Source: an optimization exercise on an open RTL-to-GDS flow (aim: small area and a short achievable clock period). Production flows keep margins and buffers that such runs may drop.
No functional check of the RTL was part of any run shown here.

==> flow/design.v (outline; a module is shown in full before it is edited, if it fits) <==
// module montgomery_kyber: 1437 lines
// module kfa: 6 lines
// module kha: 6 lines
// module k_a21bo: 5 lines
// module k_a21oi: 5 lines
// module k_and2: 5 lines
// module k_inv: 5 lines
// module k_nand2: 5 lines
// module k_nor2: 5 lines
// module k_o21ai: 5 lines
// module k_o21bai: 5 lines
// module k_or2: 5 lines
// module k_orn2: 5 lines
// module k_xnor2: 5 lines
// module k_xor2: 5 lines
module montgomery_kyber(clk, a, b, out);
  // ...
==> flow/flow/run.sh <==
#!/bin/bash
set -euo pipefail
MARGIN=${MARGIN:-5.75}
BUF=${BUF:-sky130_fd_sc_hd__buf_1}
RECOVER=${RECOVER:-0}
bash standard.sh "SETUP_SLACK_MARGIN=$MARGIN" \
  "BUFFER_PORTS_ARGS=-buffer_cell $BUF" "RECOVER_POWER=$RECOVER" finish > flow_make.log 2>&1
==> flow/standard.sh <==
#!/bin/bash
# synth_recipe.tcl (not shown) runs the flow's synth.tcl, then flattens the netlist and writes it again
# the make line also repeats each setting of config.mk as NAME=value (left out here)
make -C /OpenROAD-flow-scripts/flow DESIGN_CONFIG=/design/flow/config.mk WORK_HOME=/design/flow/orfs CLKGATE_MAP_FILE= SYNTH_SCRIPT=/design/flow/synth_recipe.tcl "${@:-finish}"
==> flow/config.mk <==
export PLATFORM = sky130hd
export DESIGN_NAME = montgomery_kyber
export DESIGN_NICKNAME = montgomery_kyber
export VERILOG_FILES = /design/flow/design.v
export SDC_FILE = /design/flow/constraint.sdc
export NUM_CORES = 4
export LEC_CHECK = 0
export CAP_MARGIN = 20
export CORE_MARGIN = 2
export CORE_UTILIZATION = 40
export CTS_BUF_LIST = sky130_fd_sc_hd__clkbuf_4 sky130_fd_sc_hd__clkbuf_8
export SETUP_SLACK_MARGIN = 5
export SLEW_MARGIN = 20
export SYNTH_HIERARCHICAL = 1
export SYNTH_MINIMUM_KEEP_SIZE = 0
==> flow/constraint.sdc <==
create_clock -name core_clock -period 12.0 [get_ports {clk}]
set_input_delay 2.4000 -clock core_clock [delete_from_list [all_inputs] [get_ports {clk}]]
set_output_delay 2.4000 -clock core_clock [all_outputs]
set_load 0.01 [all_outputs]
==> run_results.csv, run 1 <==
group,metric,value,unit
outcome,outcome,"finished clean",
worst_setup_path,cp_top_family,"adder cells",
sta,worst-slew-pin-transition,0.506,ns
layout,area_delta_synth_final,11.1,%
routing,drt_first_pass_iters,4,
clock_network,cts-resized-gates,33,
layout,multi_input_area,0.00520,mm²
layout,seq_area_share,7.84,%
synthesis,synth.most_common_cell,"nand2_1",
routing,vias,4345,
sta,rsz0062_at_grt,"true",
layout,largest_register_ffs,25,
layout,layout_commonest_cell,"nand2_1",
routing,vias_per_cell,4.83,
run,drv_cap,0,
sta,relSlewSlack,66.0,%
clock_network,cts_buffer_depth,2,
place,placed_cells,888,
synthesis,yosysTopAreaCellShare,42.3,%
worst_setup_path,worst-path-buf-inv,2,
routing,drt-wirelength-per-cell,14.3,µm
layout,final_util,45.2,%
layout,fin_cells,900,
place,dp_hpwl,10.7,mm
synthesis,ys_top_cells_by_count,"nand2_1 (202), fa_1 (124), inv_1 (62), xor2_1 (57), nor2_1 (56)",
synthesis,synth_edf_count,0,
synthesis,syn_inst,680,
place,port_buffers,36,
synthesis,ys_top_cells_by_area,"fa_1 (42%), nand2_1 (13%), dfxtp_1 (8.5%)",
place,place_ws,5.05,ns
worst_setup_path,critPathKind,"in2reg",
worst_setup_path,cp.required,12.19,ns
clock_network,hold_buffers,0,
sta,finalHoldViolCount,0,
routing,antenna_left,0,
grt,grt-ovfl-total,0,
layout,drive_gt1_share,15.8,%
layout,clock_buffers,3,
layout,n_all_buffers,44,
==> inputs of run 2 (changes only) <==
--- a/flow/design.v
+++ b/flow/design.v
@@ -1182,263 +1182,181 @@
 k_a21oi un587 (.a(n570), .b(n565), .c(n569), .y(n587));
 wire n588;
 k_nand2 un588 (.a(n570), .b(n566), .y(n588));
 wire n589;
 k_a21oi un589 (.a(n576), .b(n572), .c(n575), .y(n589));
 wire n590;
 k_nand2 un590 (.a(n576), .b(n573), .y(n590));
 wire n591;
-k_inv un591 (.a(n578), .y(n591));
+k_o21ai un591 (.a(n580), .b(n578), .c(n579), .y(n591));
 wire n592;
-k_a21oi un592 (.a(n539), .b(n591), .c(n538), .y(n592));
+k_o21ai un592 (.a(n584), .b(n581), .c(n583), .y(n592));
 wire n593;
-k_o21ai un593 (.a(n580), .b(n578), .c(n579), .y(n593));
+k_nor2 un593 (.a(n584), .b(n582), .y(n593));
 wire n594;
-k_inv un594 (.a(n581), .y(n594));
+k_o21ai un594 (.a(n588), .b(n585), .c(n587), .y(n594));
 wire n595;
-k_a21oi un595 (.a(n552), .b(n594), .c(n551), .y(n595));
+k_nor2 un595 (.a(n588), .b(n586), .y(n595));
 wire n596;
-k_inv un596 (.a(n552), .y(n596));
+k_a21oi un596 (.a(n593), .b(n591), .c(n592), .y(n596));
 wire n597;
-k_nor2 un597 (.a(n596), .b(n582), .y(n597));
+k_inv un597 (.a(n596), .y(n597));
 wire n598;
-k_o21ai un598 (.a(n584), .b(n581), .c(n583), .y(n598));
+k_a21oi un598 (.a(n595), .b(n597), .c(n594), .y(n598));
 wire n599;
-k_nor2 un599 (.a(n584), .b(n582), .y(n599));
+k_inv un599 (.a(n591), .y(n599));
 wire n600;
-k_inv un600 (.a(n585), .y(n600));
+k_o21ai un600 (.a(n582), .b(n599), .c(n581), .y(n600));
 wire n601;
-k_a21oi un601 (.a(n566), .b(n600), .c(n565), .y(n601));
+k_o21ai un601 (.a(n586), .b(n596), .c(n585), .y(n601));
 wire n602;
-k_inv un602 (.a(n566), .y(n602));
+k_o21ai un602 (.a(n590), .b(n598), .c(n589), .y(n602));
 wire n603;
-k_nor2 un603 (.a(n602), .b(n586), .y(n603));
+k_inv un603 (.a(n578), .y(n603));
 wire n604;
-k_o21ai un604 (.a(n588), .b(n585), .c(n587), .y(n604));
+k_a21oi un604 (.a(n539), .b(n603), .c(n538), .y(n604));
 wire n605;
-k_nor2 un605 (.a(n588), .b(n586), .y(n605));
+k_a21oi un605 (.a(n545), .b(n591), .c(n544), .y(n605));
 wire n606;
-k_a21oi un606 (.a(n545), .b(n593), .c(n544), .y(n606));
+k_a21oi un606 (.a(n552), .b(n600), .c(n551), .y(n606));
 wire n607;
-k_inv un607 (.a(n593), .y(n607));
+k_a21oi un607 (.a(n559), .b(n597), .c(n558), .y(n607));
 wire n608;
-k_o21ai un608 (.a(n582), .b(n607), .c(n581), .y(n608));
+k_a21oi un608 (.a(n566), .b(n601), .c(n565), .y(n608));
 wire n609;
-k_a21bo un609 (.a(n597), .b(n593), .c(n595), .y(n609));
+k_inv un609 (.a(n598), .y(n609));
 wire n610;
-k_a21oi un610 (.a(n599), .b(n593), .c(n598), .y(n610));
+k_a21oi un610 (.a(n573), .b(n609), .c(n572), .y(n610));
 wire n611;
-k_a21oi un611 (.a(n573), .b(n604), .c(n572), .y(n611));
+k_xnor2 un611 (.a(n537), .b(n523), .y(n611));
 wire n612;
-k_nand2 un612 (.a(n573), .b(n605), .y(n612));
+k_xor2 un612 (.a(n540), .b(n578), .y(n612));
 wire n613;
-k_inv un613 (.a(n604), .y(n613));
+k_xor2 un613 (.a(n543), .b(n604), .y(n613));
 wire n614;
-k_o21ai un614 (.a(n590), .b(n613), .c(n589), .y(n614));
+k_xnor2 un614 (.a(n546), .b(n591), .y(n614));
 wire n615;
-k_inv un615 (.a(n590), .y(n615));
+k_xor2 un615 (.a(n549), .b(n605), .y(n615));
 wire n616;
-k_nand2 un616 (.a(n615), .b(n605), .y(n616));
+k_xor2 un616 (.a(n553), .b(n600), .y(n616));
 wire n617;
-k_inv un617 (.a(n610), .y(n617));
+k_xnor2 un617 (.a(n557), .b(n606), .y(n617));
 wire n618;
-k_a21oi un618 (.a(n559), .b(n617), .c(n558), .y(n618));
+k_xor2 un618 (.a(n560), .b(n596), .y(n618));
 wire n619;
-k_o21ai un619 (.a(n586), .b(n610), .c(n585), .y(n619));
+k_xor2 un619 (.a(n563), .b(n607), .y(n619));
 wire n620;
-k_inv un620 (.a(n603), .y(n620));
+k_xor2 un620 (.a(n567), .b(n601), .y(n620));
 wire n621;
-k_o21ai un621 (.a(n620), .b(n610), .c(n601), .y(n621));
+k_xnor2 un621 (.a(n571), .b(n608), .y(n621));
 wire n622;
-k_a21oi un622 (.a(n605), .b(n617), .c(n604), .y(n622));
+k_xor2 un622 (.a(n574), .b(n598), .y(n622));
 wire n623;
-k_o21ai un623 (.a(n612), .b(n610), .c(n611), .y(n623));
+k_xnor2 un623 (.a(n577), .b(n610), .y(n623));
 wire n624;
-k_o21bai un624 (.a(n616), .b(n610), .c(n614), .y(n624));
+k_nor2 un624 (.a(n612), .b(n611), .y(n624));
 wire n625;
-k_xor2 un625 (.a(n537), .b(n523), .y(n625));
+k_nor2 un625 (.a(n614), .b(n613), .y(n625));
 wire n626;
-k_xnor2 un626 (.a(n540), .b(n578), .y(n626));
+k_nor2 un626 (.a(n616), .b(n615), .y(n626));
 wire n627;
-k_xnor2 un627 (.a(n543), .b(n592), .y(n627));
+k_nor2 un627 (.a(n618), .b(n617), .y(n627));
 wire n628;
-k_xor2 un628 (.a(n546), .b(n593), .y(n628));
+k_nor2 un628 (.a(n620), .b(n619), .y(n628));
 wire n629;
-k_xnor2 un629 (.a(n549), .b(n606), .y(n629));
+k_nand2 un629 (.a(n622), .b(n621), .y(n629));
 wire n630;
-k_xnor2 un630 (.a(n553), .b(n608), .y(n630));
+k_nand2 un630 (.a(n625), .b(n624), .y(n630));
 wire n631;
-k_xnor2 un631 (.a(n557), .b(n609), .y(n631));
+k_inv un631 (.a(n612), .y(n631));
 wire n632;
-k_xnor2 un632 (.a(n560), .b(n610), .y(n632));
+k_nand2 un632 (.a(n625), .b(n631), .y(n632));
 wire n633;
-k_xnor2 un633 (.a(n563), .b(n618), .y(n633));
+k_nand2 un633 (.a(n627), .b(n626), .y(n633));
 wire n634;
-k_xnor2 un634 (.a(n567), .b(n619), .y(n634));
+k_nor2 un634 (.a(n629), .b(n628), .y(n634));
 wire n635;
-k_xnor2 un635 (.a(n571), .b(n621), .y(n635));
+k_nor2 un635 (.a(n633), .b(n630), .y(n635));
 wire n636;
-k_xnor2 un636 (.a(n574), .b(n622), .y(n636));
+k_nor2 un636 (.a(n633), .b(n632), .y(n636));
 wire n637;
-k_xor2 un637 (.a(n577), .b(n623), .y(n637));
+k_inv un637 (.a(n635), .y(n637));
 wire n638;
-k_nand2 un638 (.a(n625), .b(n637), .y(n638));
+k_o21ai un638 (.a(n620), .b(n637), .c(n634), .y(n638));
 wire n639;
-k_nor2 un639 (.a(n625), .b(n637), .y(n639));
+k_inv un639 (.a(n620), .y(n639));
 wire n640;
-k_xor2 un640 (.a(n625), .b(n637), .y(n640));
+k_nand2 un640 (.a(n639), .b(n636), .y(n640));
 wire n641;
-k_nand2 un641 (.a(n633), .b(n637), .y(n641));
+k_inv un641 (.a(n630), .y(n641));
 wire n642;
-k_nor2 un642 (.a(n633), .b(n637), .y(n642));
+k_nand2 un642 (.a(n626), .b(n641), .y(n642));
 wire n643;
-k_xor2 un643 (.a(n633), .b(n637), .y(n643));
+k_inv un643 (.a(n632), .y(n643));
 wire n644;
-k_nand2 un644 (.a(n635), .b(n637), .y(n644));
+k_nand2 un644 (.a(n626), .b(n643), .y(n644));
 wire n645;
-k_nor2 un645 (.a(n635), .b(n637), .y(n645));
+k_a21oi un645 (.a(n639), .b(n635), .c(n628), .y(n645));
 wire n646;
-k_xor2 un646 (.a(n635), .b(n637), .y(n646));
+k_nand2 un646 (.a(n639), .b(n636), .y(n646));
 wire n647;
-k_nand2 un647 (.a(n636), .b(n637), .y(n647));
+k_inv un647 (.a(n613), .y(n647));
 wire n648;
-k_nor2 un648 (.a(n636), .b(n637), .y(n648));
+k_nand2 un648 (.a(n647), .b(n624), .y(n648));
 wire n649;
-k_xor2 un649 (.a(n636), .b(n637), .y(n649));
+k_nor2 un649 (.a(n613), .b(n612), .y(n649));
 wire n650;
-k_inv un650 (.a(n626), .y(n650));
+k_nor2 un650 (.a(n615), .b(n630), .y(n650));
 wire n651;
-k_nor2 un651 (.a(n650), .b(n638), .y(n651));
+k_nor2 un651 (.a(n615), .b(n632), .y(n651));
 wire n652;
-k_nor2 un652 (.a(n650), .b(n639), .y(n652));
+k_nor2 un652 (.a(n617), .b(n642), .y(n652));
 wire n653;
-k_nand2 un653 (.a(n628), .b(n627), .y(n653));
+k_nor2 un653 (.a(n617), .b(n644), .y(n653));
 wire n654;
-k_nand2 un654 (.a(n630), .b(n629), .y(n654));
+k_orn2 un654 (.a(n635), .b(n619), .y(n654));
 wire n655;
-k_nand2 un655 (.a(n632), .b(n631), .y(n655));
+k_nand2 un655 (.a(n621), .b(n645), .y(n655));
 wire n656;
-k_inv un656 (.a(n634), .y(n656));
+k_xnor2 un656 (.a(n612), .b(n611), .y(n656));
 wire n657;
-k_nor2 un657 (.a(n656), .b(n641), .y(n657));
+k_xor2 un657 (.a(n613), .b(n624), .y(n657));
 wire n658;
-k_nor2 un658 (.a(n656), .b(n642), .y(n658));
+k_xnor2 un658 (.a(n614), .b(n648), .y(n658));
 wire n659;
-k_o21ai un659 (.a(n648), .b(n644), .c(n647), .y(n659));
+k_xnor2 un659 (.a(n615), .b(n630), .y(n659));
 wire n660;
-k_nor2 un660 (.a(n648), .b(n645), .y(n660));
+k_xor2 un660 (.a(n616), .b(n650), .y(n660));
 wire n661;
-k_nand2 un661 (.a(n627), .b(n651), .y(n661));
+k_xnor2 un661 (.a(n617), .b(n642), .y(n661));
 wire n662;
-k_nand2 un662 (.a(n627), .b(n652), .y(n662));
+k_xor2 un662 (.a(n618), .b(n652), .y(n662));
 wire n663;
-k_inv un663 (.a(n653), .y(n663));
+k_xnor2 un663 (.a(n619), .b(n635), .y(n663));
 wire n664;
-k_nand2 un664 (.a(n663), .b(n651), .y(n664));
+k_xor2 un664 (.a(n620), .b(n654), .y(n664));
 wire n665;
-k_nand2 un665 (.a(n663), .b(n652), .y(n665));
+k_xor2 un665 (.a(n621), .b(n645), .y(n665));
 wire n666;
-k_inv un666 (.a(n631), .y(n666));
+k_xnor2 un666 (.a(n622), .b(n655), .y(n666));
 wire n667;
-k_nor2 un667 (.a(n666), .b(n654), .y(n667));
-wire n668;
-k_nor2 un668 (.a(n655), .b(n654), .y(n668));
-wire n669;
-k_inv un669 (.a(n657), .y(n669));
-wire n670;
-k_o21ai un670 (.a(n645), .b(n669), .c(n644), .y(n670));
-wire n671;
-k_inv un671 (.a(n645), .y(n671));
-wire n672;
-k_nand2 un672 (.a(n671), .b(n658), .y(n672));
-wire n673;
-k_a21oi un673 (.a(n660), .b(n657), .c(n659), .y(n673));
-wire n674;
-k_nand2 un674 (.a(n660), .b(n658), .y(n674));
-wire n675;
-k_inv un675 (.a(n629), .y(n675));
-wire n676;
-k_nor2 un676 (.a(n675), .b(n664), .y(n676));
-wire n677;
-k_nor2 un677 (.a(n675), .b(n665), .y(n677));
-wire n678;
-k_nor2 un678 (.a(n654), .b(n664), .y(n678));
-wire n679;
-k_nor2 un679 (.a(n654), .b(n665), .y(n679));
-wire n680;
-k_inv un680 (.a(n667), .y(n680));
-wire n681;
-k_nor2 un681 (.a(n680), .b(n664), .y(n681));
-wire n682;
-k_nor2 un682 (.a(n680), .b(n665), .y(n682));
-wire n683;
-k_inv un683 (.a(n668), .y(n683));
-wire n684;
-k_nor2 un684 (.a(n683), .b(n664), .y(n684));
-wire n685;
-k_nor2 un685 (.a(n683), .b(n665), .y(n685));
-wire n686;
-k_inv un686 (.a(n684), .y(n686));
-wire n687;
-k_o21ai un687 (.a(n642), .b(n686), .c(n641), .y(n687));
-wire n688;
-k_inv un688 (.a(n642), .y(n688));
-wire n689;
-k_nand2 un689 (.a(n688), .b(n685), .y(n689));
-wire n690;
-k_a21oi un690 (.a(n658), .b(n684), .c(n657), .y(n690));
-wire n691;
-k_nand2 un691 (.a(n658), .b(n685), .y(n691));
-wire n692;
-k_inv un692 (.a(n672), .y(n692));
-wire n693;
-k_a21oi un693 (.a(n692), .b(n684), .c(n670), .y(n693));
-wire n694;
-k_nand2 un694 (.a(n692), .b(n685), .y(n694));
-wire n695;
-k_o21ai un695 (.a(n674), .b(n686), .c(n673), .y(n695));
-wire n696;
-k_inv un696 (.a(n674), .y(n696));
-wire n697;
-k_nand2 un697 (.a(n696), .b(n685), .y(n697));
-wire n698;
-k_xnor2 un698 (.a(n626), .b(n638), .y(n698));
-wire n699;
-k_xor2 un699 (.a(n627), .b(n651), .y(n699));
-wire n700;
-k_xnor2 un700 (.a(n628), .b(n661), .y(n700));
-wire n701;
-k_xnor2 un701 (.a(n629), .b(n664), .y(n701));
-wire n702;
-k_xor2 un702 (.a(n630), .b(n676), .y(n702));
-wire n703;
-k_xor2 un703 (.a(n631), .b(n678), .y(n703));
-wire n704;
-k_xor2 un704 (.a(n632), .b(n681), .y(n704));
-wire n705;
-k_xor2 un705 (.a(n643), .b(n684), .y(n705));
-wire n706;
-k_xor2 un706 (.a(n634), .b(n687), .y(n706));
-wire n707;
-k_xnor2 un707 (.a(n646), .b(n690), .y(n707));
-wire n708;
-k_xnor2 un708 (.a(n649), .b(n693), .y(n708));
-assign out[0] = n640;
-assign out[1] = n698;
-assign out[2] = n699;
-assign out[3] = n700;
-assign out[4] = n701;
-assign out[5] = n702;
-assign out[6] = n703;
-assign out[7] = n704;
-assign out[8] = n705;
-assign out[9] = n706;
-assign out[10] = n707;
-assign out[11] = n708;
+k_inv un667 (.a(n611), .y(n667));
+k_mux2i uo0 (.s(n623), .a(n611), .b(n667), .y(out[0]));
+k_mux2i uo1 (.s(n623), .a(n612), .b(n656), .y(out[1]));
+k_mux2i uo2 (.s(n623), .a(n613), .b(n657), .y(out[2]));
+k_mux2i uo3 (.s(n623), .a(n614), .b(n658), .y(out[3]));
+k_mux2i uo4 (.s(n623), .a(n615), .b(n659), .y(out[4]));
+k_mux2i uo5 (.s(n623), .a(n616), .b(n660), .y(out[5]));
+k_mux2i uo6 (.s(n623), .a(n617), .b(n661), .y(out[6]));
+k_mux2i uo7 (.s(n623), .a(n618), .b(n662), .y(out[7]));
+k_mux2i uo8 (.s(n623), .a(n619), .b(n663), .y(out[8]));
+k_mux2i uo9 (.s(n623), .a(n620), .b(n664), .y(out[9]));
+k_mux2i uo10 (.s(n623), .a(n621), .b(n665), .y(out[10]));
+k_mux2i uo11 (.s(n623), .a(n622), .b(n666), .y(out[11]));
 endmodule
 module kfa(a, b, c, s, co);
 input a, b, c;
 output s, co;
 assign s = a ^ b ^ c;
 assign co = (a & b) | (a & c) | (b & c);
 endmodule
 module kha(a, b, s, co);
@@ -1462,16 +1380,21 @@
 output y;
 assign y = a & b;
 endmodule
 module k_inv(a, y);
 input a;
 output y;
 assign y = ~a;
 endmodule
+module k_mux2i(s, a, b, y);
+input s, a, b;
+output y;
+assign y = ~(s ? b : a);
+endmodule
 module k_nand2(a, b, y);
 input a, b;
 output y;
 assign y = ~(a & b);
 endmodule
 module k_nor2(a, b, y);
 input a, b;
 output y;
==> flow/flow/run.sh (replaced) <==
#!/bin/bash
set -euo pipefail
MARGIN=${MARGIN:-5.75}
BUF=${BUF:-sky130_fd_sc_hd__buf_1}
HERE=$(cd "$(dirname "$0")" && pwd)
bash standard.sh "SETUP_SLACK_MARGIN=$MARGIN" \
  "BUFFER_PORTS_ARGS=-buffer_cell $BUF" \
  "PRE_FLOORPLAN_TCL=$HERE/downsize.tcl" finish > flow_make.log 2>&1
==> flow/flow/downsize.tcl (new file) <==
# Before floorplanning: set every combinational cell to its smallest drive
# strength (x1) so that repair_timing sizes up only the cells that need it.
# Flip-flops are left as synthesis made them.
set db [ord::get_db]
set n 0
foreach inst [[ord::get_db_block] getInsts] {
  set m [[$inst getMaster] getName]
  if {[regexp {^(sky130_fd_sc_hd__[a-z0-9]+)_([0-9]+)$} $m -> base sz] && $sz > 1 && ![string match "*__df*" $base] && ![string match "*__dl*" $base]} {
    set new [$db findMaster ${base}_1]
    if {$new ne "NULL"} {
      $inst swapMaster $new
      incr n
    }
  }
}
puts "downsize: $n cells set to x1"
==> run_results.csv, run 2 <==
group,metric,value,unit
clock_network,cts_root_buf,"clkbuf_8",
min_path,hp-class,"in2reg",
worst_setup_path,worstSetupStartpointType,"input pin",
die,rows,43,
layout,layout_commonest_cell,"nand2_1",
sta,finalHoldViolCount,0,
synthesis,ys_warn_count,7,
clock_network,hold_buffers,0,
place,placed_cells,867,
sta,clock.fmax,0.164,GHz
clock_network,cts_sinks,25,
routing,antenna_left,0,
synthesis,syn_inst,650,
clock_network,cts_buffer_depth,2,
routing,vias,4322,
routing,drt_wl_total,12.6,mm
sta,setup_viol,0,
die,core,0.0138,mm²
grt,busiest_layer,"met2",
die,chipWidth,122,µm
worst_setup_path,critPathKind,"in2reg",
routing,drt-wirelength-per-cell,14.1,µm
worst_setup_path,endpoint_kind,"flip-flop",
outcome,outcome,"finished clean",
clock_network,cts.clk_slew.worst_paths,0.07,ns
die,die_h,122,µm
grt,grt_pass1_vias,4573,
grt,grt_max_degree,14,
sta,fin_crit,6.11,ns
grt,grt_use_met3,0.697,%
sta,relSlewSlack,57.7,%
grt,gr-usage-all-layers,17.8,%
place,place_congestion,0.856,
routing,drt_iter0_markers,190,
grt,grt_pass1_wl,21.3,mm
grt,use_met2,31.5,%
clock_network,h-tree-depth,1,
sta,worst-slew-pin-transition,0.635,ns
sta,fin_crit_sh,50.9,%
routing,drt_first_pass_iters,4,
place,dp_hpwl,10.4,mm
die,die_area,0.0150,mm²
routing,drcViolationCount,0,
grt,grt-ovfl-total,0,
worst_setup_path,cp.required,12.19,ns
run,drv_cap,0,
layout,layout_common_cells,"nand2_1 (194), fa_1 (120), xor2_1 (56)",
die,start_util,40.7,%
layout,n_antenna_cell,0,
layout,largest_register_ffs,25,
layout,fin_cells,895,
die,ioPinCount,37,
layout,num-nets-final,866,
worst_setup_path,cp_max_fo,8,
worst_setup_path,arrival,6.30,ns
grt,met1_usage,24.2,%
layout,drive_gt1_share,11.5,%
routing,vias_per_cell,4.83,
sta,drv_slew,0,
clock_network,cts_tree,"yes",
sta,rsz0062_at_grt,"true",
synthesis,syn_nets,800,
layout,largestRegisters,"r x25",
clock_network,cts_buffers,3,
layout,top_register,"r",
place,port_buffers,36,
sta,setup_tns,0,ns
grt,antenna_found_initial,0,
layout,fill_cells,1378,
run 2: per-layer routing:
layer / part of all wire [%] / vias up
li1: - / 2107
met1: 44 / 2097
met2: 50 / 109
met3: 5.3 / 9
met4: 1.0 / 0
met5: 0 / -
run 2: final timing paths:
check                 from  endpoint  slack [ns]  depth (start not counted)
worst min-delay path  a[0]      r[0]        2.54                          3
worst max-delay path  b[8]     r[11]        5.89                         13
run 2: per-stage QoR:
step	hold slack (ns)	util (%)	worst slack [ns]	area [µm²]
2_1_floorplan	2.59	-	5.95	5600
3_3_place_gp	3.09	43.4	5.05	5970
3_5_place_dp	3.11	43.4	4.92	5970
4_1_cts	2.68	44.0	5.73	6060
5_1_grt	2.54	47.2	5.72	6500
6_report	2.54	47.2	5.89	6500
run 2: area by class of cell:
cell class | count | area, µm² | share of cell area (%)
inverter | 51 | 191 | 2.95
tap | 180 | 225 | 3.47
timing repair buffer | 61 | 484 | 7.45
clock buffer | 4 | 48.8 | 0.751
multi-input combinational | 574 | 5040 | 77.6
sequential | 25 | 507 | 7.80
run 2: worst max-delay path, cell delays in order:
cell	delay (ns)
buf_12	0.10
nand2_4	0.04
fa_1	0.50
fa_1	0.53
fa_2	0.38
fa_1	0.49
fa_2	0.63
xor2_2	0.17
xor2_1	0.15
inv_1	0.07
fa_1	0.52
xor2_1	0.18
xnor2_1	0.13
run 2: timing repair:
item / in CTS / in global routing
setup endpoints to repair: 15 / 25
gates resized for setup: 25 / 82
cloned: 0 / 0
buffers inserted: 0 / 24
pin swaps: 0 / 13

what the ideal ports hide:
In the flow no input, the clock included, has a driving cell. The finished layouts below were timed again as built, in two steps. Step 1 assumes that a clkbuf_16 drives the clock port and a buf_2 every other input. Step 2 also shifts input and output timing later by t, the mid clock arrival at the registers, as if the neighbouring blocks saw the same clock. Three values: no drivers, after step 1, after step 2; two values: the first two.
run	t (ns)	slack for setup (ns)	worst slew at a driven data input, ns
run 1	0.293	5.909 / 5.893 / 5.600	0.04
run 2	0.282	5.888 / 5.843 / 5.561	0.07
After both steps every run listed still meets setup and hold. For run 2, which loses most, drivers alone change the setup slack by -0.045 ns; drivers and shift together by -0.327 ns.
